Context: an optimization exercise on an open-source flow, tuned for small area. The choices shown serve that exercise and are no tape-out recipe. In this exercise RTL edits were held to simulation tests only and were not proved equivalent to the original. No driver is modelled on the clock port, so clock power and skew are understated where the tree is cut down; a real chip needs a root buffer or a tree. Power and IR drop assume default switching activity.

Setup of run A:
Design demo, start of the top module:
module demo(input clk, rst_n, reset,
            input [3:0] input_ones, input [3:0] input_tens, input confirm1, confirm2,
            output [3:0] COM, output [6:0] seg,
            output reg [3:0] score, output reg [3:0] remaining_guesses,
            output reg beep);
For scale: about 200 cells after synthesis, ~1900 sq um of cells after synthesis.
clock: 5.0 ns
lec_check: 0
cap_margin: 20
core_margin: 2
core_utilization: 40
slew_margin: 20
standard.sh (not shown) runs the stock make flow with config.mk's settings and CLKGATE_MAP_FILE= SYNTH_SCRIPT=/design/flow/synth_recipe.tcl, a recipe that flattens the netlist after the stock synthesis.
==> flow/flow/run.sh <==
#!/bin/bash
# Own layout flow: the standard synthesis, then its combinational logic re-mapped by ABC for
# area (registers kept as the standard synthesis made them), then the standard layout steps
# with the ports buffered by the smallest buffer.
set -euo pipefail
W=$(pwd)
R=$W/orfs/results/sky130hd/demo/base
LIB=$FLOW_HOME/platforms/sky130hd/lib/sky130_fd_sc_hd__tt_025C_1v80.lib

bash standard.sh synth > $W/synth.log 2>&1

cp $R/1_2_yosys.v $W/std_netlist.v
LIBF=$LIB IN_V=$W/std_netlist.v OUT_V=$W/remap_raw.v ABC_SCRIPT=$W/flow/remap.abc \
  DONT_USE="sky130_fd_sc_hd__probe_p_8 sky130_fd_sc_hd__probec_p_8 sky130_fd_sc_hd__lpflow_*" \
  yosys -c $W/flow/remap.tcl > $W/remap.log 2>&1
python3 $W/flow/fixports.py $W/remap_raw.v $W/remap.v > $W/fixports.log 2>&1
cp $W/remap.v $R/1_2_yosys.v
rm -f $R/1_synth.odb $R/1_synth.sdc

FLOW_CLKBUF=sky130_fd_sc_hd__clkbuf_8 bash standard.sh "BUFFER_PORTS_ARGS=-buffer_cell sky130_fd_sc_hd__buf_1" \
  "PRE_CTS_TCL=$W/flow/clkbuf.tcl" finish > $W/layout.log 2>&1
==> flow/flow/clkbuf.tcl <==
# Clock distribution in place of TritonCTS (sourced as the PRE_CTS hook): split the registers
# into four groups (halves by x, then halves by y), drive each group from one clock buffer
# placed at its centre, and let the clock port drive only those four buffers.
set block [ord::get_db_block]
set clknet [$block findNet clk]
set master [[ord::get_db] findMaster $::env(FLOW_CLKBUF)]
set sinks {}
foreach it [$clknet getITerms] {
  set loc [[$it getInst] getLocation]
  lappend sinks [list $it [lindex $loc 0] [lindex $loc 1]]
}
proc halves {lst idx} {
  set s [lsort -integer -index $idx $lst]
  set h [expr {[llength $s] / 2}]
  return [list [lrange $s 0 [expr {$h - 1}]] [lrange $s $h end]]
}
set groups {}
foreach half [halves $sinks 1] { foreach q [halves $half 2] { lappend groups $q } }
set k 0
foreach g $groups {
  set buf [odb::dbInst_create $block $master clkbuf_leaf_$k]
  set net [odb::dbNet_create $block clknet_leaf_$k]
  $net setSigType CLOCK
  set xs 0; set ys 0
  foreach s $g {
    set it [lindex $s 0]
    incr xs [lindex $s 1]; incr ys [lindex $s 2]
    $it disconnect
    $it connect $net
  }
  [$buf findITerm A] connect $clknet
  [$buf findITerm X] connect $net
  set n [llength $g]
  $buf setLocation [expr {$xs / $n}] [expr {$ys / $n}]
  $buf setPlacementStatus PLACED
  puts "clock buffer $k ($::env(FLOW_CLKBUF)) drives $n registers"
  incr k
}
set_propagated_clock [all_clocks]
# the tree is built: make the step's clock_tree_synthesis call a no-op
rename clock_tree_synthesis {}
proc clock_tree_synthesis {args} { puts "clock tree already built by clkbuf.tcl" }
Other scripts of this flow, unchanged in this note and not shown: flow/flow/fixports.py, flow/flow/remap.abc, flow/flow/remap.tcl
Changes in run B relative to run A:
- putting CORE_AREA at 2 2 60 60 where nothing was set
- putting DIE_AREA at 0 0 62 62 where nothing was set
- clearing CORE_MARGIN, which used to be 2
- clearing CORE_UTILIZATION, which used to be 40
diff --git a/flow/flow/run.sh b/flow/flow/run.sh
--- a/flow/flow/run.sh
+++ b/flow/flow/run.sh
@@ -19,3 +19,3 @@
 
-FLOW_CLKBUF=sky130_fd_sc_hd__clkbuf_8 bash standard.sh "BUFFER_PORTS_ARGS=-buffer_cell sky130_fd_sc_hd__buf_1" \
+FLOW_CLKBUF=sky130_fd_sc_hd__clkbuf_8 FLOW_CLKGROUPS=3 bash standard.sh "BUFFER_PORTS_ARGS=-buffer_cell sky130_fd_sc_hd__buf_1" \
   "PRE_CTS_TCL=$W/flow/clkbuf.tcl" finish > $W/layout.log 2>&1
==> flow/flow/clkbuf.tcl <==
# Clock distribution in place of TritonCTS (sourced as the PRE_CTS hook): split the registers
# into FLOW_CLKGROUPS groups (strips by x; 2 x 2 for four groups), drive each group from one
# clock buffer placed at its centre, and let the clock port drive only those buffers.
set block [ord::get_db_block]
set clknet [$block findNet clk]
set master [[ord::get_db] findMaster $::env(FLOW_CLKBUF)]
set k $::env(FLOW_CLKGROUPS)
set sinks {}
foreach it [$clknet getITerms] {
  set loc [[$it getInst] getLocation]
  lappend sinks [list $it [lindex $loc 0] [lindex $loc 1]]
}
set s [lsort -integer -index 1 $sinks]
set n [llength $s]
set groups {}
if {$k == 4} {
  set h [expr {$n / 2}]
  foreach half [list [lrange $s 0 [expr {$h - 1}]] [lrange $s $h end]] {
    set t [lsort -integer -index 2 $half]
    set m [expr {[llength $t] / 2}]
    lappend groups [lrange $t 0 [expr {$m - 1}]] [lrange $t $m end]
  }
} else {
  for {set i 0} {$i < $k} {incr i} {
    lappend groups [lrange $s [expr {$i * $n / $k}] [expr {($i + 1) * $n / $k - 1}]]
  }
}
set j 0
foreach g $groups {
  set buf [odb::dbInst_create $block $master clkbuf_leaf_$j]
  set net [odb::dbNet_create $block clknet_leaf_$j]
  $net setSigType CLOCK
  set xs 0; set ys 0
  foreach e $g {
    set it [lindex $e 0]
    incr xs [lindex $e 1]; incr ys [lindex $e 2]
    $it disconnect
    $it connect $net
  }
  [$buf findITerm A] connect $clknet
  [$buf findITerm X] connect $net
  set m [llength $g]
  $buf setLocation [expr {$xs / $m}] [expr {$ys / $m}]
  $buf setPlacementStatus PLACED
  puts "clock buffer $j ($::env(FLOW_CLKBUF)) drives $m registers"
  incr j
}
set_propagated_clock [all_clocks]
# the tree is built: make the step's clock_tree_synthesis call a no-op
rename clock_tree_synthesis {}
proc clock_tree_synthesis {args} { puts "clock tree already built by clkbuf.tcl" }
==> notes.md <==
Going from run A to run B, sequential-cell power consumption neither gained nor lost much; die area lost 29%.
Run B vs run A, instance area after placement went down by about 0.8%.
--- input diff run B..run C ---
- an added CORE_UTILIZATION of 80
- a deleted CORE_AREA that had been 2 2 60 60
- an added CORE_MARGIN of 2
- a deleted DIE_AREA that had been 0 0 62 62
Results
Diff run B..run C | number of instances in the synthesized netlist | negligible. Run C against run B: die boundary width fell about 14%; count of port buffers added during placement now sits at about the same level; vertical die dimension dropped 14%; synthesized area has remained practically unchanged. Run C did not finish; a tool error ended it in global placement. In run C the count of standard-cell rows turned out 4 lower than in run B. Run C — initial core utilization 27 points higher, run B as reference.
In run A and run B the design's own scripts or RTL, not TritonCTS, make the clock network.

---

v6:
demo again, from the RTL that the note above started with.
==> flow/config.mk <==
export PLATFORM = sky130hd
export DESIGN_NAME = demo
export DESIGN_NICKNAME = demo
export VERILOG_FILES = /design/flow/design.v
export SDC_FILE = /design/flow/constraint.sdc
export NUM_CORES = 4
export LEC_CHECK = 0
export CAP_MARGIN = 20
export CORE_AREA = 2 2 64 64
export DIE_AREA = 0 0 66 66
export SLEW_MARGIN = 20
==> flow/constraint.sdc <==
create_clock -name core_clock -period 5.0 [get_ports {clk}]
set_input_delay 1.0000 -clock core_clock [delete_from_list [all_inputs] [get_ports {clk}]]
set_output_delay 1.0000 -clock core_clock [all_outputs]
set_load 0.01 [all_outputs]
==> flow/flow/run.sh <==
#!/bin/bash
# Own layout flow: the standard synthesis, then its combinational logic re-mapped by ABC for
# area (registers kept as the standard synthesis made them), then the standard layout steps
# with the ports buffered by the smallest buffer.
set -euo pipefail
W=$(pwd)
R=$W/orfs/results/sky130hd/demo/base
LIB=$FLOW_HOME/platforms/sky130hd/lib/sky130_fd_sc_hd__tt_025C_1v80.lib

bash standard.sh synth > $W/synth.log 2>&1

cp $R/1_2_yosys.v $W/std_netlist.v
LIBF=$LIB IN_V=$W/std_netlist.v OUT_V=$W/remap_raw.v ABC_SCRIPT=$W/flow/remap.abc \
  DONT_USE="sky130_fd_sc_hd__probe_p_8 sky130_fd_sc_hd__probec_p_8 sky130_fd_sc_hd__lpflow_*" \
  yosys -c $W/flow/remap.tcl > $W/remap.log 2>&1
python3 $W/flow/fixports.py $W/remap_raw.v $W/remap.v > $W/fixports.log 2>&1
cp $W/remap.v $R/1_2_yosys.v
rm -f $R/1_synth.odb $R/1_synth.sdc

FLOW_CLKBUF=sky130_fd_sc_hd__clkbuf_8 FLOW_CLKGROUPS=3 bash standard.sh "BUFFER_PORTS_ARGS=-buffer_cell sky130_fd_sc_hd__buf_1" \
  "PRE_CTS_TCL=$W/flow/clkbuf.tcl" finish > $W/layout.log 2>&1
==> flow/flow/clkbuf.tcl <==
# Clock distribution in place of TritonCTS (sourced as the PRE_CTS hook): split the registers
# into FLOW_CLKGROUPS groups (strips by x; 2 x 2 for four groups), drive each group from one
# clock buffer placed at its centre, and let the clock port drive only those buffers.
set block [ord::get_db_block]
set clknet [$block findNet clk]
set master [[ord::get_db] findMaster $::env(FLOW_CLKBUF)]
set k $::env(FLOW_CLKGROUPS)
set sinks {}
foreach it [$clknet getITerms] {
  set loc [[$it getInst] getLocation]
  lappend sinks [list $it [lindex $loc 0] [lindex $loc 1]]
}
set s [lsort -integer -index 1 $sinks]
set n [llength $s]
set groups {}
if {$k == 4} {
  set h [expr {$n / 2}]
  foreach half [list [lrange $s 0 [expr {$h - 1}]] [lrange $s $h end]] {
    set t [lsort -integer -index 2 $half]
    set m [expr {[llength $t] / 2}]
    lappend groups [lrange $t 0 [expr {$m - 1}]] [lrange $t $m end]
  }
} else {
  for {set i 0} {$i < $k} {incr i} {
    lappend groups [lrange $s [expr {$i * $n / $k}] [expr {($i + 1) * $n / $k - 1}]]
  }
}
set j 0
foreach g $groups {
  set buf [odb::dbInst_create $block $master clkbuf_leaf_$j]
  set net [odb::dbNet_create $block clknet_leaf_$j]
  $net setSigType CLOCK
  set xs 0; set ys 0
  foreach e $g {
    set it [lindex $e 0]
    incr xs [lindex $e 1]; incr ys [lindex $e 2]
    $it disconnect
    $it connect $net
  }
  [$buf findITerm A] connect $clknet
  [$buf findITerm X] connect $net
  set m [llength $g]
  $buf setLocation [expr {$xs / $m}] [expr {$ys / $m}]
  $buf setPlacementStatus PLACED
  puts "clock buffer $j ($::env(FLOW_CLKBUF)) drives $m registers"
  incr j
}
set_propagated_clock [all_clocks]
# the tree is built: make the step's clock_tree_synthesis call a no-op
rename clock_tree_synthesis {}
proc clock_tree_synthesis {args} { puts "clock tree already built by clkbuf.tcl" }
Other scripts of this flow, unchanged in this note and not shown: flow/flow/fixports.py, flow/flow/remap.abc, flow/flow/remap.tcl
v6 has completed all stages; timing, DRC and antenna checks passed.
#### Input delta (v7 over v6)
- putting CORE_UTILIZATION at 40 where nothing was set
- putting CORE_MARGIN at 2 where nothing was set
- clearing DIE_AREA, which used to be 0 0 66 66
- clearing CORE_AREA, which used to be 2 2 64 64
diff --git a/flow/flow/run.sh b/flow/flow/run.sh
--- a/flow/flow/run.sh
+++ b/flow/flow/run.sh
@@ -20,2 +20,2 @@
-FLOW_CLKBUF=sky130_fd_sc_hd__clkbuf_8 FLOW_CLKGROUPS=3 bash standard.sh "BUFFER_PORTS_ARGS=-buffer_cell sky130_fd_sc_hd__buf_1" \
-  "PRE_CTS_TCL=$W/flow/clkbuf.tcl" finish > $W/layout.log 2>&1
+bash standard.sh "BUFFER_PORTS_ARGS=-buffer_cell sky130_fd_sc_hd__buf_1" \
+  "CTS_ARGS=-sink_clustering_enable -repair_clock_nets -buf_list sky130_fd_sc_hd__clkbuf_8 -root_buf sky130_fd_sc_hd__clkbuf_8 -dont_use_dummy_load" finish > $W/layout.log 2>&1
removed: flow/flow/clkbuf.tcl
Results
Looking at area added between synthesis and finish, v7 sits 1.9 points above v6. Changes observed in v7 relative to v6: final critical delay including setup and external delays dropped 200 ps; share of cell area taken by flip-flops and latches down 0.84 points.
In v6 the design's own scripts or RTL, not TritonCTS, make the clock network.

## separate check: timing with driven ports
How much do the figures lean on ideal ports? The routed layouts below were timed once more, with nothing changed but the port constraints.
Step 1 assumes that a clkbuf_16 drives the clock port and a buf_2 every other input.
Step 2 moves the port delays by t, midway between the first and last clock arrival at a register: inputs arrive t later, outputs are due t later. That takes back most of the time a late clock gives input paths.
Slacks: ideal ports / drivers / drivers and shift; pairs: ideal ports / drivers.
run | shift t [ns] | setup WS [ns] | latest minus earliest clock arrival (ns)
run A | 0.197 | 2.096 / 2.129 / 1.932 | 0.004 / 0.004
run B | 0.199 | 2.066 / 2.082 / 1.884 | 0.012 / 0.013
v6 | 0.199 | 2.043 / 2.063 / 1.865 | 0.005 / 0.005
v7 | 0.322 | 2.248 / 2.252 / 1.930 | 0.014 / 0.014
After both steps setup and hold are still met in every run listed. For v7, which loses most, drivers alone change the setup slack by +0.004 ns; drivers and shift together by -0.318 ns.
